This is an optimization exercise on Yosys and OpenROAD, whose aim is small area, a short achievable clock period and few clock cycles per item, not a production implementation. Where RTL was checked, it was by simulation tests only, not by an equivalence proof against the original. No functional check of the RTL was part of run 5. Power and IR drop assume default switching activity.

==> design/flow/design.v <==
module counter (
	input clk, rst,
	output reg [7:0] step
);
	always @(posedge clk) begin
		if (rst)
			step <= 8'b0000_0001;
		else
			step <= {step[6:0], step[7]};
	end
endmodule
module rotator
(
	input [16:0] x, y,
	input [15:0] angle,
	input neg_dir,
	input [7:0] step,
	output [16:0] xp, yp,
	output [15:0] angle_p,
	output y_is_zero
);
	wire signed [16:0] y_signed = y;
	reg [16:0] x_shifted, y_shifted;
	reg [15:0] t;
	wire y_neg = y[16];
	wire y_pos = ~y[16];
	integer i;
	reg signed [16:0] y_sh;
	localparam [127:0] T = {16'h0051, 16'h00a3, 16'h0146, 16'h028b,
	                        16'h0511, 16'h09fb, 16'h12e4, 16'h2000};
	always @(*) begin
		x_shifted = 17'd0;
		y_shifted = 17'd0;
		t = 16'd0;
		for (i = 0; i < 8; i = i + 1) begin
			x_shifted = x_shifted | ((x >> i) & {17{step[i]}});
			y_sh = y_signed >>> i;
			y_shifted = y_shifted | (y_sh & {17{step[i]}});
			t = t | (T[16*i +: 16] & {16{step[i]}});
		end
	end
	assign xp = x + (y_shifted ^ {17{y_neg}}) + y_neg;
	assign yp = y + (x_shifted ^ {17{y_pos}}) + y_pos;
	wire sub = y_neg ^ neg_dir;
	assign angle_p = angle + (t ^ {16{sub}}) + sub;
	assign y_is_zero = ~|y;
endmodule
module cordic_mod(
	input clk, rst,
	input signed [15:0] inp_x, inp_y,
	output [15:0] arctan,
	output reg valid
);
	reg [16:0] x, y;
	reg [15:0] angle;
	reg neg_dir;	 
	reg stop;	 
	wire is_x_negative = inp_x[15];
	wire is_y_negative = inp_y[15];
	wire is_x_zero = ~|inp_x;
	wire is_y_zero = ~|inp_y;
	wire [16:0] abs_x = is_x_negative ? -{inp_x[15], inp_x} : {1'b0, inp_x};
	wire [16:0] abs_y = is_y_negative ? -{inp_y[15], inp_y} : {1'b0, inp_y};
	reg [15:0] start_angle;
	always @(*) begin
		if (is_x_zero)
			start_angle = {is_y_negative, {15{~is_y_negative}}};
		else if (is_y_zero)
			start_angle = 16'h0000;
		else case ({is_x_negative, is_y_negative})
			2'b00: start_angle = 16'h0000;
			2'b01: start_angle = 16'h0000;
			2'b10: start_angle = 16'h7fff;
			2'b11: start_angle = 16'h8001;
		endcase
	end
	wire [7:0] step;
	counter cntr(clk, rst, step);
	wire [16:0] xp, yp;
	wire [15:0] angle_p;
	wire y_is_zero;
	rotator rttr(x, y, angle, neg_dir, step, xp, yp, angle_p, y_is_zero);
	wire step_en = ~valid & ~stop & ~y_is_zero;
	always @(posedge clk) begin
		if (rst) begin
			x <= abs_x;
			y <= abs_y;
			angle <= start_angle;
			neg_dir <= is_x_negative ^ is_y_negative;
			stop <= is_x_zero;
		end
		else begin
			x <= xp;
			y <= yp;
			if (step_en)
				angle <= angle_p;
			stop <= stop | y_is_zero;
		end
	end
	always @(posedge clk) begin
		if (rst)
			valid <= 1'b0;
		else if (step[7])
			valid <= 1'b1;
	end
	assign arctan = angle;
endmodule
==> design/flow/run.sh <==
#!/bin/bash
# synth_recipe.tcl (not shown) runs the flow's synth.tcl, then flattens the netlist and writes it again
# the make line also repeats each setting of config.mk as NAME=value (left out here)
make -C /OpenROAD-flow-scripts/flow DESIGN_CONFIG=/design/flow/config.mk WORK_HOME=/design/flow/orfs CLKGATE_MAP_FILE= SYNTH_SCRIPT=/design/flow/synth_recipe.tcl finish
==> design/flow/config.mk <==
export PLATFORM = sky130hd
export DESIGN_NAME = cordic_mod
export DESIGN_NICKNAME = cordic_mod
export VERILOG_FILES = /design/flow/design.v
export SDC_FILE = /design/flow/constraint.sdc
export NUM_CORES = 4
export LEC_CHECK = 0
export CAP_MARGIN = 20
export CORE_MARGIN = 2
export CORE_UTILIZATION = 40
export SETUP_SLACK_MARGIN = 4.5
export SLEW_MARGIN = 20
==> design/flow/constraint.sdc <==
create_clock -name core_clock -period 8.0 [get_ports {clk}]
set_input_delay 1.6000 -clock core_clock [delete_from_list [all_inputs] [get_ports {clk}]]
set_output_delay 1.6000 -clock core_clock [all_outputs]
set_load 0.01 [all_outputs]
==> reports/qor.txt, run 1 <==
DETAILED ROUTING
-------------------------------------------------------------------------------
Overall routed net length ........................................      18.4 mm
DRC violation count after routing ................................            0
Number of iterations in the first detailed-routing pass ..........            6
Violation count after the first detailed-routing iteration .......          462
Post-DR wirelength/cell ..........................................      17.8 um
Count of antenna-violating nets left after detailed routing ......            0
Average vias per placed instance .................................         6.01
Count of vias placed by the detailed router ......................        6,223

CLOCKING
-------------------------------------------------------------------------------
Clk sinks ........................................................           61
Root buffer cell .................................................    clkbuf_16
Worst-case clock buffer depth ....................................            2
Clock-pin slew on the worst setup and hold paths .................        60 ps
Skew-Pair Late Insertion Delay ...................................       350 ps
Deepest level of the CTS H-tree ..................................            3
CTS hold repair buffers ..........................................            0
Number of buffers created by CTS .................................            9
CTS tree .........................................................        built

STA
-------------------------------------------------------------------------------
Maximum operating frequency ......................................    0.295 GHz
Unrepaired setup endpoints after global routing ..................        false
Max-slew violation count .........................................            0
Final-layout setup total negative slack ..........................         0 ps
Fin Clk Skew .....................................................      8.25 ps
Measured slew at the worst slew-check pin ........................       876 ps
Worst-case headroom to the max-slew limit ........................        41.6%
Min Clock Period, post-route .....................................      3390 ps
Final hold violation count .......................................            0
Final worst-path cycle share .....................................        42.4%
Setup violators final ............................................            0

LAYOUT
-------------------------------------------------------------------------------
Fraction of final layout cells sized beyond drive strength 1 .....        10.2%
Antenna diode count ..............................................            0
Leading cell type in the layout, fill and taps excluded ..........      a22oi_1
Most used cells in the layout excluding fill and tap cells ....... a22oi_1 (92), xnor2_1 (76), nand2_1 (51)
Area growth syn-to-layout ........................................        19.0%
Net total in the final layout ....................................          900
Final standard cell area without fillers .........................     7630 um2

PWR
-------------------------------------------------------------------------------
Power after layout ...............................................      3.80 mW
Total power per unit cell area ...................................   498 nW/um2
Reported leakage power ...........................................      2.97 nW
VDD IR-drop max ..................................................     0.264 mV

SETUP PATH
-------------------------------------------------------------------------------
Nature of the critical path startpoint ...........................   input port
Reg2reg start .................................................... cntr.step[4]$_SDFF_PP0_
Slowest cell on crit path ........................................ clkdlybuf4s50_1
Worst setup path category ........................................       in2reg
CP Cell Sequence ................................................. clkdlybuf4s50_1, nand3b_1, nor4_4, nand2_2, or3_4, a21o_1, o211ai_1, o211ai_1
Critical path fanouts, max .......................................            3
Most numerous cell on the critical path ..........................     o211ai_1
Largest incremental delay on the critical path ...................       440 ps
Critical path required time ......................................      8070 ps
Kind of capture point of the worst setup path ....................         flop
CP Data Arrival Time .............................................      3460 ps
CP Launch Point ..................................................     inp_x[4]

DIE
-------------------------------------------------------------------------------
Starting density of the core .....................................        40.7%
Chip width .......................................................       131 um
Area enclosed by the die boundary ................................   17,100 um2
Area of the core .................................................   15,800 um2
Die extent in y ..................................................       131 um
Number of cell rows ..............................................           46
I/O Pins .........................................................           51

STATUS
-------------------------------------------------------------------------------
Run status .......................................................  timing/DRC/antenna clean

YOSYS
-------------------------------------------------------------------------------
Count of flip-flops with a built-in enable after synthesis .......           17
Total nets after synthesis .......................................          887
Total of warnings raised by yosys ................................            3
Synthesis-stage register bit count ...............................           61
Cell count after synthesis .......................................          802
Synth unique cells ...............................................           67
Post-Syn Area per Cell ...........................................     8.00 um2
Post-Syn Area ....................................................     6410 um2
Top FF cell, synth ...............................................      dfxtp_1
Fraction of registers with async set/reset .......................           0%
Share of synthesized area occupied by flip-flops and latches .....        21.7%

GLOBAL ROUTING
-------------------------------------------------------------------------------
Largest net degree at the start of global routing ................           61
Vias in the first global route ...................................        5,960
Overall routing resource usage ...................................        21.5%
First-pass GRT wire length .......................................      29.3 mm
Initial antenna violation count ..................................            0
Overall overflow remaining after global route ....................            0

PLACED DESIGN
-------------------------------------------------------------------------------
Area after detailed placement ....................................     6970 um2
Number of buffers added on ports .................................           50
HPWL after detailed placement ....................................      12.6 mm
Final weighted congestion of routability-driven global placement .        0.900

JOB
-------------------------------------------------------------------------------
Max-cap violations ...............................................            0

WORST HOLD PATH
-------------------------------------------------------------------------------
Start point of the worst min-delay path .......................... valid$_SDFFE_PP0P_
Path category of the worst min-delay check .......................      reg2reg

state kept, by name, summed over array words and instances, names as in the netlist:
name       count
neg_dir        1
angle         16
cntr.step      8
valid          1
stop           1
x             17
y             17
final cells by class:
| cell class | instances | area [um2] |
|---|---|---|
| Clock buffer | 10 | 250 |
| Clock inverter | 6 | 43.8 |
| Inverter | 21 | 83.8 |
| Multi-Input combinational cell | 652 | 4860 |
| Fill cell | 1562 | 8140 |
| Tap cell | 216 | 270 |
| Sequential cell | 61 | 1400 |
| Timing Repair Buffer | 70 | 727 |
what timing repair did:
item / in CTS / in global routing
gates cloned: 0 / 1
hold endpoints to repair: 0 / 0
setup buffers: 8 / 3
pin swaps: 6 / 11
gates resized for setup: 22 / 47
setup endpoints to repair: 29 / 21
cells in the mapped netlist, drive strengths merged, types with 3 or more instances:
cell,instances,share of area (%)
a21oi,34,2.7
mux2,3,0.53
o211ai,6,0.70
nor3,19,1.5
or2,4,0.39
o41ai,4,0.66
edfxtp,17,8.0
xor2,28,3.9
and2,3,0.29
a211oi,4,0.55
inv,20,1.2
nand4,24,2.3
xnor2,76,10
nor2,37,2.2
a21o,22,2.6
o21a,3,0.35
nor4,9,0.88
ha,48,9.4
or4,8,1.0
nand3,13,1.0
o31ai,11,1.3
mux2i,13,2.1
o21ai,62,4.8
nand2,55,3.2
a311oi,3,0.41
nand2b,7,0.68
a222oi,6,0.94
o21bai,4,0.47
clkbuf,38,2.2
nor2b,11,1.1
buf,31,2.0
a221oi,4,0.55
a22oi,92,11
dfxtp,44,14
or3,9,0.96
fa,3,0.94
worst max-delay path, delay by kind of cell:
| family | cells | cell delay (ps) |
|---|---|---|
| simple gates | 4 | 980 |
| buf+inv | 1 | 440 |
| compound gates | 3 | 420 |
metrics by stage:
step,setup WS (ps),instances,hold slack [ps],util [%]
final,4610,1036,526,48.4
after detailed placement,3670,1008,498,44.2
after CTS,4440,1032,526,46.9
after global placement,3780,1008,519,44.2
after floorplan,4550,802,475,-
after global routing,4460,1036,541,48.4
where the power goes:
part | switching, mW | internal [mW]
sequential | 0.253 | 0.485
combinational | 1.42 | 1.26
clock | 0.156 | 0.229
layer usage:
layer	up-vias	share of wire [%]	track usage, %
li1	3030	-	-
met3	46	4.4	3.42
met2	187	51	38.0
met4	0	2.8	9.89
met1	2960	42	25.6
met5	-	0	0
logic make-up (layout without fill, tap and decap cells):
family,Yosys count,count (layout),synth area share (%)
simple gates,213,214,17.3
fa+ha+maj,51,51,10.3
mux,16,16,2.61
xor+xnor,104,104,14.3
flops,61,61,21.7
compound gates,267,267,28.3
buf+inv,90,107,5.46
path summary, 6_finish.rpt:
kind	end	slack, ps	cells after the start
min reg2reg	valid$_SDFFE_PP0P_	530	2
max reg2reg	angle[10]$_DFFE_PP_	4650	13
min	valid$_SDFFE_PP0P_	530	2
max	angle[15]$_DFFE_PP_	4610	8
Testbench counts, summed over its fixed seeds: cycles 108,000, items 12,000.
==> run 2: changes to the inputs <==
--- a/design/flow/config.mk
+++ b/design/flow/config.mk
@@ -8,5 +8,5 @@
 export CAP_MARGIN = 20
 export CORE_MARGIN = 2
 export CORE_UTILIZATION = 40
-export SETUP_SLACK_MARGIN = 4.5
+export SETUP_SLACK_MARGIN = 5
 export SLEW_MARGIN = 20
==> run 2 against run 1 <==
Still clean; power increased by 12%; synthesized cell count unchanged; cell count increased by 5.1%; register-to-register slack improved by 80 ps; via count increased by 7.6%; hold slack got worse by 46 ps; critical path depth increased by 5; sequential share of layout area decreased by 1.8 points; critical endpoint is now angle[10]$_DFFE_PP_.
==> reports/qor.txt, run 2 <==
WORST HOLD PATH
--------------------------------------------------------------------------------
Cell depth of the worst min-delay path ............................            1   was 2
Start point of the worst min-delay path ........................... cntr.step[0]$_SDFF_PP1_   was valid$_SDFFE_PP0P_
Hold EP ........................................................... cntr.step[1]$_SDFF_PP0_   was valid$_SDFFE_PP0P_
Path category of the worst min-delay check ........................      reg2reg   unchanged

YOSYS
--------------------------------------------------------------------------------
Xor and xnor fraction of the mapped netlist area ..................        14.3%   unchanged
Share of synthesized area occupied by flip-flops and latches ......        21.7%   unchanged
Count of flip-flops with a built-in enable after synthesis ........           17   unchanged
Total nets after synthesis ........................................          887   unchanged
Fraction of synthesized cell area taken by the top area cell type .        13.7%   unchanged
Post-synthesis compound-gate area fraction ........................        28.3%   unchanged
Post-Syn Area .....................................................     6410 um2   unchanged
Cell type contributing the most total cell area after synthesis ...      dfxtp_1   unchanged
Cell with the most instances after synthesis ......................      a22oi_1   unchanged
Cell count after synthesis ........................................          802   unchanged
Fraction of registers with async set/reset ........................           0%   unchanged
Commonest cells in the netlist .................................... a22oi_1 (92), xnor2_1 (76), nand2_1 (55), o21ai_0 (51), ha_1 (48)   unchanged
Combinational family with the most area after synthesis ........... compound AO/OA/AOI/OAI gates   unchanged
Adder-cell share of the synthesized area ..........................        10.3%   unchanged
Post-synthesis mux area share .....................................        2.61%   unchanged
Cell types occupying the most area after synthesis ................ dfxtp_1 (14%), a22oi_1 (11%), xnor2_1 (10%)   unchanged
Total of warnings raised by yosys .................................            3   unchanged
Synth unique cells ................................................           67   unchanged
Simple-gate portion of the synthesized area .......................        17.3%   unchanged
Post-Syn Area per Cell ............................................     8.00 um2   unchanged
Top FF cell, synth ................................................      dfxtp_1   unchanged
Synthesis-stage register bit count ................................           61   unchanged

SETUP PATH
--------------------------------------------------------------------------------
Most numerous cell on the critical path ...........................       a21o_1   was o211ai_1
Kind of capture point of the worst setup path .....................         flop   unchanged
Slowest cell on crit path .........................................         fa_2   was clkdlybuf4s50_1
Reg2reg start ..................................................... cntr.step[2]$_SDFF_PP0_   was cntr.step[4]$_SDFF_PP0_
Largest incremental delay on the critical path ....................       370 ps   was 440 ps
Critical path fanouts, max ........................................            4   was 3
Critical path required time .......................................      8070 ps   about the same
Worst setup path category .........................................      reg2reg   was in2reg
Setup slack of the most critical reg-to-reg path ..................      4730 ps   was 4650 ps
Cell family with most CP delay .................................... compound AO/OA/AOI/OAI gates   was simple AND/OR/NAND/NOR gates
CP Data Arrival Time ..............................................      3340 ps   was 3460 ps
CP Cell Sequence .................................................. buf_12, nor3_4, nand2_2, mux2_4, fa_2, a21o_1, a21o_1, a21o_1, o31a_1, a21o_1, a311oi_2, xor2_1, o21ai_1   was clkdlybuf4s50_1, nand3b_1, nor4_4, nand2_2, or3_4, a21o_1, o211ai_1, o211ai_1
Reg-to-Reg End .................................................... angle[10]$_DFFE_PP_   unchanged
Nature of the critical path startpoint ............................         flop   was input port
Depth of the worst register-to-register path ......................           13   unchanged
Number of buffers and inverters on the critical path ..............            1   unchanged

STA
--------------------------------------------------------------------------------
Setup violators final .............................................            0   unchanged
Unrepaired setup endpoints after global routing ...................         true   was false
Worst-case headroom to the max-slew limit .........................        35.3%   was 41.6%
Final worst-path cycle share ......................................        40.8%   was 42.4%
Min Clock Period, post-route ......................................      3270 ps   was 3390 ps
Final-layout setup total negative slack ...........................         0 ps   unchanged
Maximum operating frequency .......................................    0.306 GHz   was 0.295 GHz
Final hold violation count ........................................            0   unchanged
Measured slew at the worst slew-check pin .........................       970 ps   was 876 ps
Fin Clk Skew ......................................................      7.90 ps   was 8.25 ps
Max-slew violation count ..........................................            0   unchanged

LAYOUT
--------------------------------------------------------------------------------
Most used cells in the layout excluding fill and tap cells ........ a22oi_1 (88), xnor2_1 (74), buf_4 (52)   was a22oi_1 (92), xnor2_1 (76), nand2_1 (51)
Total of fill cells in the finished design ........................        1,485   was 1,562
Net total in the final layout .....................................          953   was 900
Area growth syn-to-layout .........................................        33.1%   was 19.0%
Fraction of final layout cells sized beyond drive strength 1 ......        22.0%   was 10.2%
Storage element area ..............................................     1400 um2   about the same
Final standard cell count with taps included and fillers excluded .        1,089   was 1,036
Antenna diode count ...............................................            0   unchanged
Area of the multi-input gates .....................................     5150 um2   was 4860 um2
Largest registers ranked by flip-flop count ....................... x x17, y x17, angle x16   unchanged
Leading cell type in the layout, fill and taps excluded ...........      a22oi_1   unchanged

PWR
--------------------------------------------------------------------------------
Reported leakage power ............................................      3.42 nW   was 2.97 nW
VDD IR-drop max ...................................................     0.226 mV   was 0.264 mV
Total power per unit cell area ....................................   499 nW/um2   was 498 nW/um2

CLOCKING
--------------------------------------------------------------------------------
Number of buffers created by CTS ..................................            9   unchanged
Clk sinks .........................................................           61   unchanged
CTS hold repair buffers ...........................................            0   unchanged
Clock-pin slew on the worst setup and hold paths ..................        60 ps   about the same
Skew-Pair Late Insertion Delay ....................................       340 ps   was 350 ps
CTS tree ..........................................................        built   unchanged
Deepest level of the CTS H-tree ...................................            3   unchanged
Worst-case clock buffer depth .....................................            2   unchanged
Root buffer cell ..................................................    clkbuf_16   unchanged

PLACED DESIGN
--------------------------------------------------------------------------------
Number of buffers added on ports ..................................           50   unchanged
Final weighted congestion of routability-driven global placement ..        0.919   was 0.900
Cell count after placement ........................................        1,009   was 1,008
HPWL after detailed placement .....................................      12.7 mm   was 12.6 mm

DIE
--------------------------------------------------------------------------------
Number of cell rows ...............................................           46   unchanged
Die extent in y ...................................................       131 um   unchanged
Area of the core ..................................................   15,800 um2   unchanged
Area enclosed by the die boundary .................................   17,100 um2   unchanged
I/O Pins ..........................................................           51   unchanged
Chip width ........................................................       131 um   unchanged
Starting density of the core ......................................        40.7%   unchanged

GLOBAL ROUTING
--------------------------------------------------------------------------------
Overall overflow remaining after global route .....................            0   unchanged
Vias in the first global route ....................................        6,295   was 5,960
Overall routing resource usage ....................................        23.0%   was 21.5%
First-pass GRT wire length ........................................      31.2 mm   was 29.3 mm
Largest net degree at the start of global routing .................           59   was 61
Initial antenna violation count ...................................            0   unchanged

DETAILED ROUTING
--------------------------------------------------------------------------------
Number of iterations in the first detailed-routing pass ...........            9   was 6
Average vias per placed instance ..................................         6.15   was 6.01
Count of vias placed by the detailed router .......................        6,693   was 6,223
DRC violation count after routing .................................            0   unchanged
Violation count after the first detailed-routing iteration ........          566   was 462
Count of antenna-violating nets left after detailed routing .......            0   unchanged
Overall routed net length .........................................      20.6 mm   was 18.4 mm
Post-DR wirelength/cell ...........................................      18.9 um   was 17.8 um

STATUS
--------------------------------------------------------------------------------
Run status ........................................................  timing/DRC/antenna clean   unchanged

JOB
--------------------------------------------------------------------------------
Max-cap violations ................................................            0   unchanged

==> run 2: cell counts after synthesis <==
Identical to the previous run, type by type.
==> run 2: final cells by class <==
class	count	area share (%)
Multi-Input combinational cell	652	60.4
Sequential cell	61	16.4
Timing Repair Buffer	123	15.0
Tap cell	216	3.17
Clock buffer	10	2.80
Inverter	21	1.25
Clock inverter	6	1.01
==> run 2: repair_timing <==
action	4_1_cts	5_1_grt
pin swaps	55	36
setup endpoints to repair	42	35
resized for setup	153	51
cloned	3	3
buffers inserted	40	18
==> run 2: logic make-up after synthesis <==
kind of cell / Yosys count
xor gates and xnor gates: 104
buffers and inverters: 90
and+or+nand+nor: 213
muxes: 16
DFF: 61
AOI/OAI and AO/OA: 267
adders and majority gates: 51
==> run 2: worst max-delay path by stage <==
stage	from	endpoint	slack, ps	cells past startpoint
floorplan	inp_x[2]	x[11]$_DFF_P_	4700	7
global placement	inp_x[0]	angle[9]$_DFFE_PP_	3780	10
detailed placement	inp_x[0]	angle[9]$_DFFE_PP_	3740	10
CTS	inp_x[1]	x[11]$_DFF_P_	4690	8
global route	y[16]$_DFF_P_	angle[15]$_DFFE_PP_	4620	13
finish	cntr.step[2]$_SDFF_PP0_	angle[10]$_DFFE_PP_	4730	13
==> run 2: per-stage QoR <==
stage	power (mW)	worst slack (ps)	cell area, um2	utilization, %	hold slack (ps)
floorplan	2.75	4700	6530	-	475
global placement	3.23	3780	7070	44.8	463
finish	4.26	4730	8530	54.1	480
detailed placement	3.31	3740	7070	44.8	462
CTS	4.03	4690	8150	51.7	483
global route	4.59	4620	8530	54.1	504
==> run 2: where the power goes <==
part           switching [mW]  leakage (nW)  internal [mW]
combinational            1.58          2.70           1.49
clock                   0.157         0.158          0.281
sequential              0.265         0.553          0.485
==> run 2: per-layer routing <==
metal	up-vias	wire length, um	share of wire, %	GRT usage (%)
met2	272	10300	50	40.4
li1	3146	-	-	-
met5	-	0	0	0
met4	0	813	3.9	10.9
met3	65	1080	5.3	3.14
met1	3210	8450	41	27.8
==> run 3: changes to the inputs <==
--- a/design/flow/config.mk
+++ b/design/flow/config.mk
@@ -8,5 +8,5 @@
 export CAP_MARGIN = 20
 export CORE_MARGIN = 2
 export CORE_UTILIZATION = 40
-export SETUP_SLACK_MARGIN = 5
+export SETUP_SLACK_MARGIN = 4
 export SLEW_MARGIN = 20
==> run 3 against run 2 <==
Non-clock buffer count is 56 lower; utilization decreased by 7.2 points; hold slack improved by 50 ps; clock skew grew 0.83 ps; critical path depth is 1 lower; sequential share of layout area grew 2.4 points; first-iteration DRC count shrank 0.88%; register-to-register slack got worse by 540 ps; maximum frequency decreased by 14%; critical path type unchanged; largest cell class unchanged; largest power group unchanged.
==> reports/qor.txt, run 3 <==
CLOCKING
--------------------------------------------------------------------------------
CTS hold repair buffers ...........................................            0   unchanged
Clk sinks .........................................................           61   unchanged
Root buffer cell ..................................................    clkbuf_16   unchanged
Number of buffers created by CTS ..................................            9   unchanged
Worst-case clock buffer depth .....................................            2   unchanged
CTS tree ..........................................................        built   unchanged
Deepest level of the CTS H-tree ...................................            3   unchanged
Skew-Pair Late Insertion Delay ....................................       350 ps   was 340 ps
Clock-pin slew on the worst setup and hold paths ..................        60 ps   about the same

PWR
--------------------------------------------------------------------------------
VDD IR-drop max ...................................................     0.200 mV   was 0.226 mV
Reported leakage power ............................................      2.88 nW   was 3.42 nW
Total power per unit cell area ....................................   512 nW/um2   was 499 nW/um2

DETAILED ROUTING
--------------------------------------------------------------------------------
Top layer reached by signal wires .................................         met4   unchanged
WL met2 ...........................................................      9.13 mm   was 10.3 mm
Post-DR wirelength/cell ...........................................      17.4 um   was 18.9 um
DRC violation count after routing .................................            0   unchanged
Detailed-routed wire length on met3 ...............................       977 um   was 1.08 mm
Overall routed net length .........................................      18.0 mm   was 20.6 mm
Violation count after the first detailed-routing iteration ........          561   was 566
Average vias per placed instance ..................................         6.05   was 6.15
Count of vias placed by the detailed router .......................        6,240   was 6,693
Met1 Wirelength ...................................................      7.45 mm   was 8.45 mm
Number of iterations in the first detailed-routing pass ...........            8   was 9
Count of antenna-violating nets left after detailed routing .......            0   unchanged

GLOBAL ROUTING
--------------------------------------------------------------------------------
Overall overflow remaining after global route .....................            0   unchanged
Initial antenna violation count ...................................            0   unchanged
First-pass GRT wire length ........................................      28.4 mm   was 31.2 mm
Overall routing resource usage ....................................        20.9%   was 23.0%
Largest net degree at the start of global routing .................           59   unchanged
Vias in the first global route ....................................        5,894   was 6,295

SETUP PATH
--------------------------------------------------------------------------------
Critical path required time .......................................      8070 ps   about the same
Kind of capture point of the worst setup path .....................         flop   unchanged
Worst setup path category .........................................      reg2reg   unchanged
Most numerous cell on the critical path ...........................       a21o_1   unchanged
Slowest cell on crit path .........................................      dfxtp_2   was fa_2
CP Cell Sequence .................................................. nor2_1, nand2_1, mux2_2, fa_1, a21o_1, a21o_1, a21o_1, o31a_1, a21o_1, a311oi_1, xor2_1, o21ai_0   was buf_12, nor3_4, nand2_2, mux2_4, fa_2, a21o_1, a21o_1, a21o_1, o31a_1, a21o_1, a311oi_2, xor2_1, o21ai_1
Critical path fanouts, max ........................................           26   was 4
CP Data Arrival Time ..............................................      3880 ps   was 3340 ps
Largest incremental delay on the critical path ....................       690 ps   was 370 ps
Nature of the critical path startpoint ............................         flop   unchanged

YOSYS
--------------------------------------------------------------------------------
Cell type contributing the most total cell area after synthesis ...      dfxtp_1   unchanged
Total of warnings raised by yosys .................................            3   unchanged
Cell count after synthesis ........................................          802   unchanged
Synthesis-stage register bit count ................................           61   unchanged
Post-Syn Area per Cell ............................................     8.00 um2   unchanged
Commonest cells in the netlist .................................... a22oi_1 (92), xnor2_1 (76), nand2_1 (55), o21ai_0 (51), ha_1 (48)   unchanged
Total nets after synthesis ........................................          887   unchanged
Post-Syn Area .....................................................     6410 um2   unchanged
Synth unique cells ................................................           67   unchanged
Cell with the most instances after synthesis ......................      a22oi_1   unchanged
Fraction of synthesized cell area taken by the top area cell type .        13.7%   unchanged
Share of synthesized area occupied by flip-flops and latches ......        21.7%   unchanged
Fraction of registers with async set/reset ........................           0%   unchanged
Count of flip-flops with a built-in enable after synthesis ........           17   unchanged
Top FF cell, synth ................................................      dfxtp_1   unchanged
Cell types occupying the most area after synthesis ................ dfxtp_1 (14%), a22oi_1 (11%), xnor2_1 (10%)   unchanged

LAYOUT
--------------------------------------------------------------------------------
Largest registers ranked by flip-flop count ....................... x x17, y x17, angle x16   unchanged
Final standard cell count with taps included and fillers excluded .        1,032   was 1,089
Most used cells in the layout excluding fill and tap cells ........ a22oi_1 (92), xnor2_1 (76), nand2_1 (55)   was a22oi_1 (88), xnor2_1 (74), buf_4 (52)
Area growth syn-to-layout .........................................        15.5%   was 33.1%
Leading cell type in the layout, fill and taps excluded ...........      a22oi_1   unchanged
Antenna diode count ...............................................            0   unchanged
Net total in the final layout .....................................          896   was 953
Fraction of final layout cells sized beyond drive strength 1 ......        6.62%   was 22.0%

STA
--------------------------------------------------------------------------------
Final hold violation count ........................................            0   unchanged
Setup violators final .............................................            0   unchanged
Maximum operating frequency .......................................    0.263 GHz   was 0.306 GHz
Final-layout setup total negative slack ...........................         0 ps   unchanged
Fin Clk Skew ......................................................      8.73 ps   was 7.90 ps
Measured slew at the worst slew-check pin .........................       799 ps   was 970 ps
Min Clock Period, post-route ......................................      3810 ps   was 3270 ps
Worst-case headroom to the max-slew limit .........................        46.7%   was 35.3%
Final worst-path cycle share ......................................        47.6%   was 40.8%
Max-slew violation count ..........................................            0   unchanged
Unrepaired setup endpoints after global routing ...................        false   was true
WHS ...............................................................       530 ps   was 480 ps

JOB
--------------------------------------------------------------------------------
Max-cap violations ................................................            0   unchanged

STATUS
--------------------------------------------------------------------------------
Run status ........................................................  timing/DRC/antenna clean   unchanged

WORST HOLD PATH
--------------------------------------------------------------------------------
Path category of the worst min-delay check ........................      reg2reg   unchanged

DIE
--------------------------------------------------------------------------------
Die extent in y ...................................................       131 um   unchanged
Starting density of the core ......................................        40.7%   unchanged
Chip width ........................................................       131 um   unchanged
Area of the core ..................................................   15,800 um2   unchanged
I/O Pins ..........................................................           51   unchanged
Area enclosed by the die boundary .................................   17,100 um2   unchanged
Number of cell rows ...............................................           46   unchanged

PLACED DESIGN
--------------------------------------------------------------------------------
Cell count after placement ........................................        1,009   unchanged
Final weighted congestion of routability-driven global placement ..        0.894   was 0.919
Number of buffers added on ports ..................................           50   unchanged
HPWL after detailed placement .....................................      12.6 mm   was 12.7 mm

-- run 3: cell counts after synthesis --
No cell type changed its count.
-- run 3: kinds of logic after synthesis --
group / Yosys count / share of synthesized area (%)
AOI/OAI and AO/OA: 267 / 28.3
xor gates and xnor gates: 104 / 14.3
adders and majority gates: 51 / 10.3
buffers and inverters: 90 / 5.46
DFF: 61 / 21.7
muxes: 16 / 2.61
and+or+nand+nor: 213 / 17.3
-- run 3: cell type report --
class / count / area (um2)
repair buffers: 67 / 623
flip-flops and latches: 61 / 1390
fillers: 1523 / 8360
inverters: 21 / 82.6
clock inverters: 4 / 32.5
multi-input cells: 651 / 4700
clock buffers: 12 / 300
well taps: 216 / 270
-- run 3: worst max-delay path, delay by kind of cell (launching register included) --
family          cells  cell delay (ps)
fa+ha+maj           1              450
xor+xnor            1              170
flops               1              690
simple gates        2              340
compound gates      7             1520
mux                 1              360
-- run 3: routing by layer --
| layer | up-vias | track usage, % |
|---|---|---|
| met5 | - | 0 |
| met4 | 0 | 8.45 |
| met3 | 34 | 3.83 |
| met2 | 234 | 36.6 |
| met1 | 2956 | 25.3 |
| li1 | 3016 | - |
-- run 3: stage by stage --
step / total power [mW] / cell area (um2) / utilization (%) / setup slack [ps]
2_1_floorplan: 2.72 / 6410 / - / 4370
3_3_place_gp: 3.21 / 6980 / 44.3 / 3780
3_5_place_dp: 3.29 / 6980 / 44.3 / 3700
4_1_cts: 3.74 / 7330 / 46.5 / 4050
5_1_grt: 4.13 / 7410 / 47.0 / 4010
6_report: 3.79 / 7410 / 47.0 / 4190
-- run 3: final timing paths --
path,from,to,slack (ps),depth (start not counted)
min,stop$_DFF_P_,stop$_DFF_P_,530,2
max,cntr.step[7]$_SDFF_PP0_,angle[10]$_DFFE_PP_,4190,12
max reg2reg,cntr.step[7]$_SDFF_PP0_,angle[10]$_DFFE_PP_,4190,12
min reg2reg,stop$_DFF_P_,stop$_DFF_P_,530,2
-- run 3: power by group --
group / switching [mW] / total [mW] / internal, mW
clock network: 0.154 / 0.421 / 0.268
logic: 1.40 / 2.64 / 1.24
registers: 0.247 / 0.732 / 0.485
total: 1.80 / 3.79 / 1.99
-- run 3: timing repair --
item	in CTS	in global routing
setup buffers	0	7
endpoints found under the setup margin	3	18
pin swaps	0	1
resized for setup	2	5
==> run 4: changes to the inputs <==
--- a/design/flow/config.mk
+++ b/design/flow/config.mk
@@ -8,5 +8,8 @@
 export CAP_MARGIN = 20
 export CORE_MARGIN = 2
 export CORE_UTILIZATION = 40
-export SETUP_SLACK_MARGIN = 4
+export CTS_BUF_LIST = sky130_fd_sc_hd__clkbuf_4 sky130_fd_sc_hd__clkbuf_8
+export CTS_CLUSTER_DIAMETER = 100
+export CTS_CLUSTER_SIZE = 32
+export SETUP_SLACK_MARGIN = 4.5
 export SLEW_MARGIN = 20
==> run 4 against run 3 <==
Still clean; utilization rose by 0.64 points; hold slack got worse by 0.52 ps; critical endpoint is now angle[15]$_DFFE_PP_; cell count rose by 0.29%; non-clock buffer count rose by 2; setup slack improved by 390 ps; maximum frequency rose by 12%; global-route usage rose by 0.46 points; power fell by 2.3%; final area rose by 1.4%.
==> reports/qor.txt, run 4 <==
PWR
--------------------------------------------------------------------------------
VDD IR-drop max ...................................................     0.264 mV   was 0.200 mV
Power after layout ................................................      3.71 mW   was 3.79 mW
Reported leakage power ............................................      2.90 nW   was 2.88 nW
Total power per unit cell area ....................................   494 nW/um2   was 512 nW/um2

LAYOUT
--------------------------------------------------------------------------------
Net total in the final layout .....................................          899   was 896
Area growth syn-to-layout .........................................        17.1%   was 15.5%
Largest registers ranked by flip-flop count ....................... x x17, y x17, angle x16   unchanged
Fraction of final layout cells sized beyond drive strength 1 ......        9.52%   was 6.62%
Total of fill cells in the finished design ........................        1,583   was 1,523
Most used cells in the layout excluding fill and tap cells ........ a22oi_1 (92), xnor2_1 (76), nand2_1 (51)   was a22oi_1 (92), xnor2_1 (76), nand2_1 (55)
Antenna diode count ...............................................            0   unchanged
Leading cell type in the layout, fill and taps excluded ...........      a22oi_1   unchanged
Core Util, Final ..................................................        47.6%   was 47.0%

DIE
--------------------------------------------------------------------------------
Starting density of the core ......................................        40.7%   unchanged
I/O Pins ..........................................................           51   unchanged
Number of cell rows ...............................................           46   unchanged
Chip width ........................................................       131 um   unchanged
Area of the core ..................................................   15,800 um2   unchanged
Die extent in y ...................................................       131 um   unchanged
Area enclosed by the die boundary .................................   17,100 um2   unchanged

STA
--------------------------------------------------------------------------------
Final-layout setup total negative slack ...........................         0 ps   unchanged
Final hold violation count ........................................            0   unchanged
Min Clock Period, post-route ......................................      3410 ps   was 3810 ps
Worst-case headroom to the max-slew limit .........................        42.2%   was 46.7%
Fin Clk Skew ......................................................      13.0 ps   was 8.73 ps
Max-slew violation count ..........................................            0   unchanged
WHS ...............................................................       530 ps   about the same
Post-route setup slack ............................................      4590 ps   was 4190 ps
Setup violators final .............................................            0   unchanged
Final worst-path cycle share ......................................        42.7%   was 47.6%
Maximum operating frequency .......................................    0.293 GHz   was 0.263 GHz
Unrepaired setup endpoints after global routing ...................         true   was false
Measured slew at the worst slew-check pin .........................       867 ps   was 799 ps

SETUP PATH
--------------------------------------------------------------------------------
Kind of capture point of the worst setup path .....................         flop   unchanged
Setup slack of the most critical reg-to-reg path ..................      4650 ps   was 4190 ps
Slowest cell on crit path ......................................... clkdlybuf4s50_1   was dfxtp_2
CP Data Arrival Time ..............................................      3510 ps   was 3880 ps
Worst setup path category .........................................       in2reg   was reg2reg
Critical path required time .......................................      8100 ps   was 8070 ps
Largest incremental delay on the critical path ....................       560 ps   was 690 ps
Reg2reg start ..................................................... cntr.step[4]$_SDFF_PP0_   was cntr.step[7]$_SDFF_PP0_
Nature of the critical path startpoint ............................   input port   was flop
Depth of the worst register-to-register path ......................           13   was 12
Critical path fanouts, max ........................................            4   was 26
CP Cell Sequence .................................................. clkdlybuf4s50_1, nor4_4, nand2_2, or3_4, a21o_1, o211ai_1, o211ai_1   was nor2_1, nand2_1, mux2_2, fa_1, a21o_1, a21o_1, a21o_1, o31a_1, a21o_1, a311oi_1, xor2_1, o21ai_0
Critical path destination ......................................... angle[15]$_DFFE_PP_   was angle[10]$_DFFE_PP_
CP Launch Point ...................................................     inp_x[9]   was cntr.step[7]$_SDFF_PP0_
Most numerous cell on the critical path ...........................     o211ai_1   was a21o_1
Reg-to-Reg End .................................................... angle[10]$_DFFE_PP_   unchanged

YOSYS
--------------------------------------------------------------------------------
Cell types occupying the most area after synthesis ................ dfxtp_1 (14%), a22oi_1 (11%), xnor2_1 (10%)   unchanged
Count of flip-flops with a built-in enable after synthesis ........           17   unchanged
Commonest cells in the netlist .................................... a22oi_1 (92), xnor2_1 (76), nand2_1 (55), o21ai_0 (51), ha_1 (48)   unchanged
Fraction of registers with async set/reset ........................           0%   unchanged
Cell with the most instances after synthesis ......................      a22oi_1   unchanged
Synthesis-stage register bit count ................................           61   unchanged
Cell type contributing the most total cell area after synthesis ...      dfxtp_1   unchanged
Fraction of synthesized cell area taken by the top area cell type .        13.7%   unchanged
Post-Syn Area .....................................................     6410 um2   unchanged
Total of warnings raised by yosys .................................            3   unchanged
Top FF cell, synth ................................................      dfxtp_1   unchanged
Post-Syn Area per Cell ............................................     8.00 um2   unchanged
Total nets after synthesis ........................................          887   unchanged
Synth unique cells ................................................           67   unchanged
Cell count after synthesis ........................................          802   unchanged
Share of synthesized area occupied by flip-flops and latches ......        21.7%   unchanged

CLOCKING
--------------------------------------------------------------------------------
CTS hold repair buffers ...........................................            0   unchanged
Number of buffers created by CTS ..................................            9   unchanged
Skew-Pair Late Insertion Delay ....................................       370 ps   was 350 ps
Clock-pin slew on the worst setup and hold paths ..................        80 ps   was 60 ps
Clk sinks .........................................................           61   unchanged
CTS tree ..........................................................        built   unchanged
Root buffer cell ..................................................     clkbuf_8   was clkbuf_16
Deepest level of the CTS H-tree ...................................            3   unchanged
Worst-case clock buffer depth .....................................            2   unchanged

DETAILED ROUTING
--------------------------------------------------------------------------------
Count of vias placed by the detailed router .......................        6,261   was 6,240
Average vias per placed instance ..................................         6.05   about the same
Overall routed net length .........................................      18.3 mm   was 18.0 mm
Violation count after the first detailed-routing iteration ........          565   was 561
Number of iterations in the first detailed-routing pass ...........            7   was 8
Post-DR wirelength/cell ...........................................      17.7 um   was 17.4 um
Count of antenna-violating nets left after detailed routing .......            0   unchanged
DRC violation count after routing .................................            0   unchanged

WORST HOLD PATH
--------------------------------------------------------------------------------
Path category of the worst min-delay check ........................      reg2reg   unchanged
Cell depth of the worst min-delay path ............................            2   unchanged

GLOBAL ROUTING
--------------------------------------------------------------------------------
Largest net degree at the start of global routing .................           61   was 59
Overall overflow remaining after global route .....................            0   unchanged
Overall routing resource usage ....................................        21.4%   was 20.9%
Vias in the first global route ....................................        5,945   was 5,894
First-pass GRT wire length ........................................      29.1 mm   was 28.4 mm
Initial antenna violation count ...................................            0   unchanged

STATUS
--------------------------------------------------------------------------------
Run status ........................................................  timing/DRC/antenna clean   unchanged

PLACED DESIGN
--------------------------------------------------------------------------------
Worst setup slack before clock tree synthesis .....................      3670 ps   was 3700 ps
HPWL after detailed placement .....................................      12.6 mm   about the same
Final weighted congestion of routability-driven global placement ..        0.900   was 0.894
Number of buffers added on ports ..................................           50   unchanged

JOB
--------------------------------------------------------------------------------
Max-cap violations ................................................            0   unchanged

## run 4: cell counts after synthesis
Identical to the previous run, type by type.
## run 4: logic make-up (layout without fill, tap and decap cells)
group | count (synthesis) | in the layout | synth area share [%]
AO/OA/AOI/OAI | 267 | 267 | 28.3
XOR/XNOR | 104 | 104 | 14.3
adder cells (fa/ha/maj) | 51 | 51 | 10.3
buffers and inverters | 90 | 106 | 5.46
flip-flops | 61 | 61 | 21.7
multiplexers | 16 | 16 | 2.61
AND/OR/NAND/NOR | 213 | 214 | 17.3
## run 4: power by group
group          switching [mW]  internal [mW]
clock                   0.142          0.145
sequential              0.253          0.484
combinational            1.42           1.26
## run 4: repair_timing
item                                    CTS  global route
endpoints found under the setup margin   25            24
endpoints found under the hold margin     0             0
pin swaps                                 6             6
buffers inserted                          8             2
resized for setup                        25            33
cloned                                    0             1
## run 4: layout make-up
type	instances	area [um2]	share of cell area [%]
clock buffer	9	124	1.65
sequential	61	1400	18.6
timing repair buffer	69	703	9.37
tap	216	270	3.60
inverter	21	83.8	1.12
clock inverter	7	73.8	0.983
multi-input combinational	652	4860	64.7
## run 4: critical path: cells and delay by family
kind | cells | cell delay [ps]
buffers and inverters | 1 | 560
AND/OR/NAND/NOR | 3 | 910
AO/OA/AOI/OAI | 3 | 430
## run 4: stage by stage
stage / instances / instance area, um2
3_3_place_gp: 1008 / 6970
2_1_floorplan: 802 / 6410
3_5_place_dp: 1008 / 6970
5_1_grt: 1035 / 7510
6_report: 1035 / 7510
4_1_cts: 1032 / 7330
## run 4: worst min path at each step
stage,startpoint,to
floorplan,stop$_DFF_P_,stop$_DFF_P_
global placement,stop$_DFF_P_,stop$_DFF_P_
detailed placement,stop$_DFF_P_,stop$_DFF_P_
CTS,stop$_DFF_P_,stop$_DFF_P_
global route,stop$_DFF_P_,stop$_DFF_P_
finish,stop$_DFF_P_,stop$_DFF_P_
## run 4: per-layer routing
| layer | up-vias | track usage, % | wire length, um |
|---|---|---|---|
| met5 | - | 0 | 0 |
| met4 | 0 | 9.70 | 510 |
| met3 | 45 | 3.46 | 756 |
| met2 | 177 | 38.1 | 9320 |
| met1 | 3011 | 25.2 | 7760 |
| li1 | 3028 | - | - |
==> run 5: changes to the inputs <==
--- a/design/flow/design.v
+++ b/design/flow/design.v
@@ -17,7 +17,7 @@
 	input [7:0] step,
 	output [16:0] xp, yp,
 	output [15:0] angle_p,
-	output y_is_zero
+	output yp_is_zero
 );
 	wire signed [16:0] y_signed = y;
 	reg [16:0] x_shifted, y_shifted;
@@ -43,7 +43,7 @@
 	assign yp = y + (x_shifted ^ {17{y_pos}}) + y_pos;
 	wire sub = y_neg ^ neg_dir;
 	assign angle_p = angle + (t ^ {16{sub}}) + sub;
-	assign y_is_zero = ~|y;
+	assign yp_is_zero = ~|yp;
 endmodule
 module cordic_mod(
 	input clk, rst,
@@ -55,6 +55,7 @@
 	reg [15:0] angle;
 	reg neg_dir;	 
 	reg stop;	 
+	reg y_is_zero;	 
 	wire is_x_negative = inp_x[15];
 	wire is_y_negative = inp_y[15];
 	wire is_x_zero = ~|inp_x;
@@ -78,8 +79,8 @@
 	counter cntr(clk, rst, step);
 	wire [16:0] xp, yp;
 	wire [15:0] angle_p;
-	wire y_is_zero;
-	rotator rttr(x, y, angle, neg_dir, step, xp, yp, angle_p, y_is_zero);
+	wire yp_is_zero;
+	rotator rttr(x, y, angle, neg_dir, step, xp, yp, angle_p, yp_is_zero);
 	wire step_en = ~valid & ~stop & ~y_is_zero;
 	always @(posedge clk) begin
 		if (rst) begin
@@ -88,6 +89,7 @@
 			angle <= start_angle;
 			neg_dir <= is_x_negative ^ is_y_negative;
 			stop <= is_x_zero;
+			y_is_zero <= is_y_zero;
 		end
 		else begin
 			x <= xp;
@@ -95,6 +97,7 @@
 			if (step_en)
 				angle <= angle_p;
 			stop <= stop | y_is_zero;
+			y_is_zero <= yp_is_zero;
 		end
 	end
 	always @(posedge clk) begin
--- a/design/flow/config.mk
+++ b/design/flow/config.mk
@@ -8,8 +8,5 @@
 export CAP_MARGIN = 20
 export CORE_MARGIN = 2
 export CORE_UTILIZATION = 40
-export CTS_BUF_LIST = sky130_fd_sc_hd__clkbuf_4 sky130_fd_sc_hd__clkbuf_8
-export CTS_CLUSTER_DIAMETER = 100
-export CTS_CLUSTER_SIZE = 32
 export SETUP_SLACK_MARGIN = 4.5
 export SLEW_MARGIN = 20
==> run 5 against run 4 <==
Still clean; final area increased by 3.1%; via count decreased by 0.11%; maximum frequency decreased by 14%; hold slack got worse by 8.3 ps; non-clock buffer count increased by 11; combinational power increased by 3%; first-iteration DRC count increased by 7.8%; clock-buffer cell count increased by 4; synthesized area increased by 0.59%; flip-flop and latch count increased by 1; utilization increased by 1.3 points; sequential share of layout area decreased by 0.32 points; largest cell class unchanged; largest power group unchanged.
==> reports/qor.txt, run 5 <==
PLACED DESIGN
--------------------------------------------------------------------------------
Final weighted congestion of routability-driven global placement ..        0.813   was 0.900
Cell count after placement ........................................        1,014   was 1,008
HPWL after detailed placement .....................................      13.0 mm   was 12.6 mm
Number of buffers added on ports ..................................           50   unchanged
Worst setup slack before clock tree synthesis .....................      2920 ps   was 3670 ps

STA
--------------------------------------------------------------------------------
Unrepaired setup endpoints after global routing ...................         true   unchanged
Measured slew at the worst slew-check pin .........................       943 ps   was 867 ps
Final-layout setup total negative slack ...........................         0 ps   unchanged
WHS ...............................................................       521 ps   was 530 ps
Setup violators final .............................................            0   unchanged
Final hold violation count ........................................            0   unchanged
Min Clock Period, post-route ......................................      3970 ps   was 3410 ps
Worst-case headroom to the max-slew limit .........................        37.0%   was 42.2%
Max-slew violation count ..........................................            0   unchanged
Fin Clk Skew ......................................................      7.69 ps   was 13.0 ps
Final worst-path cycle share ......................................        49.7%   was 42.7%
Post-route setup slack ............................................      4030 ps   was 4590 ps
Maximum operating frequency .......................................    0.252 GHz   was 0.293 GHz

DIE
--------------------------------------------------------------------------------
Area enclosed by the die boundary .................................   17,200 um2   was 17,100 um2
Number of cell rows ...............................................           46   unchanged
Starting density of the core ......................................        40.8%   was 40.7%
Area of the core ..................................................   15,800 um2   about the same
Die extent in y ...................................................       131 um   about the same
I/O Pins ..........................................................           51   unchanged
Chip width ........................................................       131 um   about the same

SETUP PATH
--------------------------------------------------------------------------------
Cell family with most CP delay .................................... simple AND/OR/NAND/NOR gates   unchanged
Critical path fanouts, max ........................................            7   was 4
Most numerous cell on the critical path ...........................        or3_4   was o211ai_1
Largest incremental delay on the critical path ....................       430 ps   was 560 ps
Critical path required time .......................................      8080 ps   was 8100 ps
Slowest cell on crit path .........................................       or3b_4   was clkdlybuf4s50_1
Number of buffers and inverters on the critical path ..............            2   was 1
Nature of the critical path startpoint ............................   input port   unchanged
Kind of capture point of the worst setup path .....................         flop   unchanged
CP Cell Sequence .................................................. clkdlybuf4s15_1, or3b_4, or3_4, or3_1, or3_4, nand2b_4, nor2_4, nor3b_4, o21ai_4, clkbuf_16, o21ai_2   was clkdlybuf4s50_1, nor4_4, nand2_2, or3_4, a21o_1, o211ai_1, o211ai_1
CP Data Arrival Time ..............................................      4060 ps   was 3510 ps
Worst setup path category .........................................       in2reg   unchanged

PWR
--------------------------------------------------------------------------------
VDD IR-drop max ...................................................     0.255 mV   was 0.264 mV
Power share of the combinational group ............................        70.0%   was 72.3%
Total power per unit cell area ....................................   509 nW/um2   was 494 nW/um2
Internal power contribution .......................................      2.02 mW   was 1.89 mW
Switching power ...................................................      1.92 mW   was 1.81 mW
Power share of the sequential group ...............................        18.7%   was 19.9%
Clock network power share .........................................        11.3%   was 7.7%
Reported leakage power ............................................      3.00 nW   was 2.90 nW
Power after layout ................................................      3.94 mW   was 3.71 mW
Switching power share of the total ................................        48.8%   was 48.9%

CLOCKING
--------------------------------------------------------------------------------
Number of buffers created by CTS ..................................            9   unchanged
Clock-pin slew on the worst setup and hold paths ..................        60 ps   was 80 ps
Deepest level of the CTS H-tree ...................................            3   unchanged
Skew-Pair Late Insertion Delay ....................................       340 ps   was 370 ps
Clk sinks .........................................................           62   was 61
Root buffer cell ..................................................    clkbuf_16   was clkbuf_8
CTS hold repair buffers ...........................................            0   unchanged
CTS tree ..........................................................        built   unchanged
Worst-case clock buffer depth .....................................            2   unchanged

YOSYS
--------------------------------------------------------------------------------
Cell count after synthesis ........................................          805   was 802
Total of warnings raised by yosys .................................            3   unchanged
Post-Syn Area .....................................................     6450 um2   was 6410 um2
Fraction of registers with async set/reset ........................           0%   unchanged
Total nets after synthesis ........................................          892   was 887
Synthesis-stage register bit count ................................           62   was 61
Cell with the most instances after synthesis ......................      a22oi_1   unchanged
Commonest cells in the netlist .................................... a22oi_1 (92), nand2_1 (68), xnor2_1 (64), a21oi_1 (50), ha_1 (50)   was a22oi_1 (92), xnor2_1 (76), nand2_1 (55), o21ai_0 (51), ha_1 (48)
Share of synthesized area occupied by flip-flops and latches ......        21.9%   was 21.7%
Fraction of synthesized cell area taken by the top area cell type .        14.0%   was 13.7%
Cell type contributing the most total cell area after synthesis ...      dfxtp_1   unchanged
Post-Syn Area per Cell ............................................     8.01 um2   was 8.00 um2
Top FF cell, synth ................................................      dfxtp_1   unchanged
Synth unique cells ................................................           72   was 67
Count of flip-flops with a built-in enable after synthesis ........           17   unchanged
Cell types occupying the most area after synthesis ................ dfxtp_1 (14%), a22oi_1 (11%), ha_1 (9.7%)   was dfxtp_1 (14%), a22oi_1 (11%), xnor2_1 (10%)

DETAILED ROUTING
--------------------------------------------------------------------------------
Count of vias placed by the detailed router .......................        6,254   was 6,261
Average vias per placed instance ..................................         5.96   was 6.05
Post-DR wirelength/cell ...........................................      17.6 um   was 17.7 um
Top layer reached by signal wires .................................         met4   unchanged
Count of antenna-violating nets left after detailed routing .......            0   unchanged
Met1 Wirelength ...................................................      8.70 mm   was 7.76 mm
Detailed-routed wire length on met3 ...............................      1.01 mm   was 756 um
DRC violation count after routing .................................            0   unchanged
Number of iterations in the first detailed-routing pass ...........            6   was 7
Violation count after the first detailed-routing iteration ........          609   was 565
Overall routed net length .........................................      18.4 mm   was 18.3 mm
WL met2 ...........................................................      8.31 mm   was 9.32 mm

STATUS
--------------------------------------------------------------------------------
Run status ........................................................  timing/DRC/antenna clean   unchanged

JOB
--------------------------------------------------------------------------------
Max-cap violations ................................................            0   unchanged

WORST HOLD PATH
--------------------------------------------------------------------------------
Path category of the worst min-delay check ........................      reg2reg   unchanged

LAYOUT
--------------------------------------------------------------------------------
Fraction of final layout cells sized beyond drive strength 1 ......        13.3%   was 9.52%
Leading cell type in the layout, fill and taps excluded ...........      a22oi_1   unchanged
Final standard cell count with taps included and fillers excluded .        1,049   was 1,035
Antenna diode count ...............................................            0   unchanged
Net total in the final layout .....................................          915   was 899
Most used cells in the layout excluding fill and tap cells ........ a22oi_1 (90), nand2_1 (67), xnor2_1 (63)   was a22oi_1 (92), xnor2_1 (76), nand2_1 (51)
Largest registers ranked by flip-flop count ....................... x x17, y x17, angle x16   unchanged
Area growth syn-to-layout .........................................        20.0%   was 17.1%
Total of fill cells in the finished design ........................        1,542   was 1,583

GLOBAL ROUTING
--------------------------------------------------------------------------------
First-pass GRT wire length ........................................      29.6 mm   was 29.1 mm
Largest net degree at the start of global routing .................           82   was 61
Vias in the first global route ....................................        5,980   was 5,945
Initial antenna violation count ...................................            0   unchanged
Overall overflow remaining after global route .....................            0   unchanged
Overall routing resource usage ....................................        21.6%   was 21.4%

-- run 5: cell families (layout without fill, tap and decap cells) --
group	count (synthesis)	in the layout	synth area share, %
XOR/XNOR	109	109	14.9
flip-flops	62	62	21.9
adder cells (fa/ha/maj)	53	53	10.6
AND/OR/NAND/NOR	216	216	17.0
AO/OA/AOI/OAI	265	265	28.2
multiplexers	9	9	1.47
buffers and inverters	91	119	5.92
-- run 5: power by group through the flow --
stage / combinational, mW / clock (mW) / sequential [mW]
2_1_floorplan: 2.17 / 0 / 0.597
3_3_place_gp: 2.58 / 0 / 0.720
3_5_place_dp: 2.64 / 0 / 0.728
4_1_cts: 2.71 / 0.449 / 0.723
5_1_grt: 3.08 / 0.460 / 0.753
6_report: 2.76 / 0.445 / 0.738
-- run 5: final timing paths --
| kind | from | to | slack [ps] | cells past startpoint |
|---|---|---|---|---|
| setup / recovery | inp_y[3] | angle[9]$_DFFE_PP_ | 4030 | 11 |
| setup reg to reg | y[16]$_DFF_P_ | angle[12]$_DFFE_PP_ | 4290 | 14 |
| hold / removal | stop$_DFF_P_ | stop$_DFF_P_ | 520 | 2 |
| hold reg to reg | stop$_DFF_P_ | stop$_DFF_P_ | 520 | 2 |
-- run 5: layout make-up --
type                            instances  area (um2)  share of cell area, %
Multi-Input combinational cell        652        4810                   62.2
Inverter                               23         104                   1.34
Clock buffer                           13         260                   3.36
Sequential cell                        62        1410                   18.3
Tap cell                              216         270                   3.49
Timing Repair Buffer                   80         815                   10.5
Clock inverter                          3        67.6                  0.873
-- run 5: timing repair --
action / CTS / global route
pin swaps: 18 / 13
setup buffers: 14 / 4
gates cloned: 1 / 0
resized for setup: 61 / 29
setup endpoints to repair: 30 / 27
-- run 5: stage by stage --
stage / cell area [um2] / util [%]
2_1_floorplan: 6490 / -
5_1_grt: 7740 / 48.9
6_report: 7740 / 48.9
3_3_place_gp: 7050 / 44.5
4_1_cts: 7640 / 48.2
3_5_place_dp: 7050 / 44.5
-- run 5: layer usage --
layer / GRT usage (%) / up-vias
met5: 0 / -
met4: 7.38 / 0
met3: 3.14 / 27
met2: 34.0 / 224
met1: 30.5 / 2981
li1: - / 3022
-- run 5: worst reg2reg max path, delay by kind of cell (launching register included) --
kind / cells / cell delay (ps)
AO/OA/AOI/OAI: 8 / 1480
buffers and inverters: 2 / 490
adder cells (fa/ha/maj): 1 / 440
XOR/XNOR: 2 / 410
flip-flops: 1 / 310
multiplexers: 1 / 310
==> run 6: changes to the inputs <==
--- a/design/flow/design.v
+++ b/design/flow/design.v
@@ -17,7 +17,7 @@
 	input [7:0] step,
 	output [16:0] xp, yp,
 	output [15:0] angle_p,
-	output yp_is_zero
+	output y_is_zero
 );
 	wire signed [16:0] y_signed = y;
 	reg [16:0] x_shifted, y_shifted;
@@ -43,7 +43,7 @@
 	assign yp = y + (x_shifted ^ {17{y_pos}}) + y_pos;
 	wire sub = y_neg ^ neg_dir;
 	assign angle_p = angle + (t ^ {16{sub}}) + sub;
-	assign yp_is_zero = ~|yp;
+	assign y_is_zero = ~|y;
 endmodule
 module cordic_mod(
 	input clk, rst,
@@ -55,7 +55,6 @@
 	reg [15:0] angle;
 	reg neg_dir;	 
 	reg stop;	 
-	reg y_is_zero;	 
 	wire is_x_negative = inp_x[15];
 	wire is_y_negative = inp_y[15];
 	wire is_x_zero = ~|inp_x;
@@ -79,8 +78,8 @@
 	counter cntr(clk, rst, step);
 	wire [16:0] xp, yp;
 	wire [15:0] angle_p;
-	wire yp_is_zero;
-	rotator rttr(x, y, angle, neg_dir, step, xp, yp, angle_p, yp_is_zero);
+	wire y_is_zero;
+	rotator rttr(x, y, angle, neg_dir, step, xp, yp, angle_p, y_is_zero);
 	wire step_en = ~valid & ~stop & ~y_is_zero;
 	always @(posedge clk) begin
 		if (rst) begin
@@ -89,7 +88,6 @@
 			angle <= start_angle;
 			neg_dir <= is_x_negative ^ is_y_negative;
 			stop <= is_x_zero;
-			y_is_zero <= is_y_zero;
 		end
 		else begin
 			x <= xp;
@@ -97,7 +95,6 @@
 			if (step_en)
 				angle <= angle_p;
 			stop <= stop | y_is_zero;
-			y_is_zero <= yp_is_zero;
 		end
 	end
 	always @(posedge clk) begin
==> design/flow/flow/run.sh (new file) <==
#!/bin/bash
# The standard layout, except that the port buffers are the smallest buffer
# (buf_1) instead of the flow's default
# pick. Synthesis is the standard one, unchanged.
set -euo pipefail
bash standard.sh synth > synth.log 2>&1
bash standard.sh BUFFER_PORTS_ARGS="-buffer_cell sky130_fd_sc_hd__buf_1" finish > layout.log 2>&1
==> design/flow/standard.sh (new file) <==
#!/bin/bash
# synth_recipe.tcl (not shown) runs the flow's synth.tcl, then flattens the netlist and writes it again
# the make line also repeats each setting of config.mk as NAME=value (left out here)
make -C /OpenROAD-flow-scripts/flow DESIGN_CONFIG=/design/flow/config.mk WORK_HOME=/design/flow/orfs CLKGATE_MAP_FILE= SYNTH_SCRIPT=/design/flow/synth_recipe.tcl "${@:-finish}"
removed: design/flow/run.sh
==> run 6 against run 5 <==
Maximum frequency grew 17%; clock power shrank 12%; cell count shrank 1.6%; utilization fell by 3.6 points; still clean; largest cell class unchanged; clock-buffer cell count is 1 lower.
==> reports/qor.txt, run 6 <==
YOSYS
------------------------------------------------------------------------------------
Fraction of registers with async set/reset ............................           0%   unchanged
Top FF cell, synth ....................................................      dfxtp_1   unchanged
Cell type contributing the most total cell area after synthesis .......      dfxtp_1   unchanged
Commonest cells in the netlist ........................................ a22oi_1 (92), xnor2_1 (76), nand2_1 (55), o21ai_0 (51), ha_1 (48)   was a22oi_1 (92), nand2_1 (68), xnor2_1 (64), a21oi_1 (50), ha_1 (50)
Cell count after synthesis ............................................          802   was 805
Synth unique cells ....................................................           67   was 72
Share of synthesized area occupied by flip-flops and latches ..........        21.7%   was 21.9%
Synthesis-stage register bit count ....................................           61   was 62
Total of warnings raised by yosys .....................................            3   unchanged
Post-Syn Area per Cell ................................................     8.00 um2   was 8.01 um2
Cell types occupying the most area after synthesis .................... dfxtp_1 (14%), a22oi_1 (11%), xnor2_1 (10%)   was dfxtp_1 (14%), a22oi_1 (11%), ha_1 (9.7%)
Cell with the most instances after synthesis ..........................      a22oi_1   unchanged
Fraction of synthesized cell area taken by the top area cell type .....        13.7%   was 14.0%
Post-Syn Area .........................................................     6410 um2   was 6450 um2
Total nets after synthesis ............................................          887   was 892
Count of flip-flops with a built-in enable after synthesis ............           17   unchanged

PWR
------------------------------------------------------------------------------------
Switching power share of the total ....................................        47.9%   was 48.8%
VDD IR-drop max .......................................................     0.210 mV   was 0.255 mV
Total power per unit cell area ........................................   517 nW/um2   was 509 nW/um2
Clock network power share .............................................        10.6%   was 11.3%
Power share of the sequential group ...................................        20.1%   was 18.7%
Reported leakage power ................................................      2.76 nW   was 3.00 nW
Switching power .......................................................      1.77 mW   was 1.92 mW
Internal power contribution ...........................................      1.93 mW   was 2.02 mW
Power share of the combinational group ................................        69.3%   was 70.0%
Power after layout ....................................................      3.70 mW   was 3.94 mW

STA
------------------------------------------------------------------------------------
Maximum operating frequency ...........................................    0.296 GHz   was 0.252 GHz
Final hold violation count ............................................            0   unchanged
Final-layout setup total negative slack ...............................         0 ps   unchanged
Max-slew violation count ..............................................            0   unchanged
Measured slew at the worst slew-check pin .............................       918 ps   was 943 ps
Post-route setup slack ................................................      4620 ps   was 4030 ps
Final worst-path cycle share ..........................................        42.3%   was 49.7%
Worst-case headroom to the max-slew limit .............................        38.8%   was 37.0%
Unrepaired setup endpoints after global routing .......................        false   was true
Fin Clk Skew ..........................................................      4.35 ps   was 7.69 ps
Setup violators final .................................................            0   unchanged
WHS ...................................................................       502 ps   was 521 ps
Min Clock Period, post-route ..........................................      3380 ps   was 3970 ps

DIE
------------------------------------------------------------------------------------
Starting density of the core ..........................................        40.7%   was 40.8%
I/O Pins ..............................................................           51   unchanged
Area enclosed by the die boundary .....................................   17,100 um2   was 17,200 um2
Area of the core ......................................................   15,800 um2   about the same
Die extent in y .......................................................       131 um   about the same
Chip width ............................................................       131 um   about the same
Number of cell rows ...................................................           46   unchanged

DETAILED ROUTING
------------------------------------------------------------------------------------
Count of vias placed by the detailed router ...........................        6,142   was 6,254
Count of antenna-violating nets left after detailed routing ...........            0   unchanged
Overall routed net length .............................................      17.3 mm   was 18.4 mm
Post-DR wirelength/cell ...............................................      16.8 um   was 17.6 um
Average vias per placed instance ......................................         5.95   was 5.96
Number of iterations in the first detailed-routing pass ...............            7   was 6
Violation count after the first detailed-routing iteration ............          638   was 609
DRC violation count after routing .....................................            0   unchanged

CLOCKING
------------------------------------------------------------------------------------
Clk sinks .............................................................           61   was 62
Skew-Pair Late Insertion Delay ........................................       340 ps   about the same
CTS tree ..............................................................        built   unchanged
Root buffer cell ......................................................    clkbuf_16   unchanged
Deepest level of the CTS H-tree .......................................            3   unchanged
Number of buffers created by CTS ......................................            9   unchanged
Worst-case clock buffer depth .........................................            2   unchanged
Clock-pin slew on the worst setup and hold paths ......................        50 ps   was 60 ps
CTS hold repair buffers ...............................................            0   unchanged

GLOBAL ROUTING
------------------------------------------------------------------------------------
Initial antenna violation count .......................................            0   unchanged
Overall routing resource usage ........................................        20.5%   was 21.6%
First-pass GRT wire length ............................................      28.0 mm   was 29.6 mm
Overall overflow remaining after global route .........................            0   unchanged
Vias in the first global route ........................................        5,446   was 5,980
Largest net degree at the start of global routing .....................           60   was 82

SETUP PATH
------------------------------------------------------------------------------------
Number of buffers and inverters on the critical path ..................            1   was 2
Reg-to-Reg End ........................................................ angle[10]$_DFFE_PP_   was angle[12]$_DFFE_PP_
Critical path fanouts, max ............................................           28   was 7
Cell family with most CP delay ........................................ compound AO/OA/AOI/OAI gates   was simple AND/OR/NAND/NOR gates
Worst setup path category .............................................      reg2reg   was in2reg
Depth of the critical timing path with buffers and inverters included .           13   was 11
Depth of the worst register-to-register path ..........................           13   was 14
Setup slack of the most critical reg-to-reg path ......................      4620 ps   was 4290 ps
CP Data Arrival Time ..................................................      3450 ps   was 4060 ps
Critical path required time ...........................................      8070 ps   was 8080 ps
Reg2reg start ......................................................... cntr.step[6]$_SDFF_PP0_   was y[16]$_DFF_P_
Largest incremental delay on the critical path ........................       370 ps   was 430 ps
Nature of the critical path startpoint ................................         flop   was input port
CP Cell Sequence ...................................................... buf_8, nor2_2, nand2_2, mux2_2, fa_2, a21o_1, a21o_1, a21o_1, o31a_1, a21o_1, a311oi_2, xor2_1, o21ai_0   was clkdlybuf4s15_1, or3b_4, or3_4, or3_1, or3_4, nand2b_4, nor2_4, nor3b_4, o21ai_4, clkbuf_16, o21ai_2
Kind of capture point of the worst setup path .........................         flop   unchanged
Most numerous cell on the critical path ...............................       a21o_1   was or3_4
Slowest cell on crit path .............................................         fa_2   was or3b_4

LAYOUT
------------------------------------------------------------------------------------
Most used cells in the layout excluding fill and tap cells ............ a22oi_1 (92), xnor2_1 (76), nand2_1 (54)   was a22oi_1 (90), nand2_1 (67), xnor2_1 (63)
Largest registers ranked by flip-flop count ........................... x x17, y x17, angle x16   unchanged
Net total in the final layout .........................................          896   was 915
Antenna diode count ...................................................            0   unchanged
Fraction of final layout cells sized beyond drive strength 1 ..........        7.23%   was 13.3%
Final standard cell area without fillers ..............................     7150 um2   was 7740 um2
Total of fill cells in the finished design ............................        1,619   was 1,542
Area growth syn-to-layout .............................................        11.5%   was 20.0%
Leading cell type in the layout, fill and taps excluded ...............      a22oi_1   unchanged

WORST HOLD PATH
------------------------------------------------------------------------------------
Cell depth of the worst min-delay path ................................            1   was 2
Hold EP ............................................................... cntr.step[3]$_SDFF_PP0_   was stop$_DFF_P_
Path category of the worst min-delay check ............................      reg2reg   unchanged
Start point of the worst min-delay path ............................... cntr.step[2]$_SDFF_PP0_   was stop$_DFF_P_

PLACED DESIGN
------------------------------------------------------------------------------------
Number of buffers added on ports ......................................           50   unchanged
HPWL after detailed placement .........................................      12.1 mm   was 13.0 mm
Worst setup slack before clock tree synthesis .........................      3920 ps   was 2920 ps
Area after detailed placement .........................................     6680 um2   was 7050 um2
Final weighted congestion of routability-driven global placement ......        0.795   was 0.813

JOB
------------------------------------------------------------------------------------
Max-cap violations ....................................................            0   unchanged

STATUS
------------------------------------------------------------------------------------
Run status ............................................................  timing/DRC/antenna clean   unchanged

## run 6: changes by cell type in the layout (fill, tap and decap cells not counted), moves of 14 or more
| cell | previous run | this run |
|---|---|---|
| buf_1 | 0 | 49 |
| clkdlybuf4s50_1 | 40 | 0 |
| o21ai_0 | 27 | 51 |
| xor2_1 | 44 | 27 |
| a21o_1 | 7 | 22 |
| a21oi_1 | 48 | 34 |
## run 6: power groups by stage
stage	clock, mW	sequential, mW	combinational, mW
2_1_floorplan	0	0.590	2.14
3_3_place_gp	0	0.738	2.47
3_5_place_dp	0	0.739	2.48
4_1_cts	0.400	0.734	2.53
5_1_grt	0.413	0.767	2.90
6_report	0.392	0.744	2.56
## run 6: how the worst max path moves through the flow
stage          slack [ps]               startpoint                  end
6_report             4620  cntr.step[6]$_SDFF_PP0_  angle[10]$_DFFE_PP_
5_1_grt              4470  cntr.step[4]$_SDFF_PP0_  angle[10]$_DFFE_PP_
4_1_cts              4480  cntr.step[6]$_SDFF_PP0_  angle[10]$_DFFE_PP_
3_5_place_dp         3920            y[16]$_DFF_P_  angle[10]$_DFFE_PP_
3_3_place_gp         4010            y[16]$_DFF_P_  angle[10]$_DFFE_PP_
2_1_floorplan        4550            y[16]$_DFF_P_  angle[10]$_DFFE_PP_
## run 6: routing by layer
layer | share of wire (%) | wire length [um] | track usage (%)
met2 | 49 | 8430 | 34.5
met3 | 4.1 | 716 | 3.22
met5 | 0 | 0 | 0
met4 | 2.2 | 383 | 6.63
met1 | 45 | 7780 | 27.1
## run 6: through the flow
stage	cells	utilization, %
2_1_floorplan	802	-
3_3_place_gp	1009	42.3
3_5_place_dp	1009	42.3
4_1_cts	1031	44.7
5_1_grt	1032	45.4
6_report	1032	45.4
## run 6: what timing repair did
action,in CTS,in global routing
cloned,0,0
setup buffers,6,1
setup endpoints to repair,24,20
resized for setup,9,21
pin swaps,1,2
## run 6: layout make-up
class | instances | area, um2 | area share (%)
multi-input cells | 651 | 4750 | 66.4
clock inverters | 4 | 47.5 | 0.665
well taps | 216 | 270 | 3.78
repair buffers | 67 | 368 | 5.14
clock buffers | 12 | 246 | 3.45
inverters | 21 | 80.1 | 1.12
flip-flops and latches | 61 | 1390 | 19.5
## run 6: logic make-up after synthesis
logic type                 share of synthesized area (%)
adders and majority gates                           10.3
DFF                                                 21.7
and+or+nand+nor                                     17.3
buffers and inverters                               5.46
xor gates and xnor gates                            14.3
muxes                                               2.61
AOI/OAI and AO/OA                                   28.3
Testbench counts of run 6, summed over its fixed seeds: cycles 108,000, items 12,000.

what the ideal ports hide:
The results above use ideal ports. As a check the final layouts listed here were re-extracted and re-timed, cells and wires unchanged. Step 1: set_driving_cell puts a clkbuf_16 on clk and a buf_2 on each other input, an assumption about the parent block. Step 2 times the ports against the registers' clock, not the clock port: input delays grow and output delays shrink by t, the midpoint of the rising clock arrivals with the driver on. Three values: ideal, step 1, step 2; two values: the first two.
| run | t, ns | setup slack, ns |
|---|---|---|
| run 1 | 0.385 | 4.611 / 4.628 / 4.243 |
| run 2 | 0.378 | 4.734 / 4.734 / 4.475 |
| run 3 | 0.389 | 4.191 / 4.191 / 3.958 |
| run 4 | 0.405 | 4.585 / 4.594 / 4.188 |
| run 5 | 0.373 | 4.027 / 4.026 / 3.653 |
| run 6 | 0.377 | 4.618 / 4.618 / 4.382 |
After both steps every run listed still meets setup and hold.
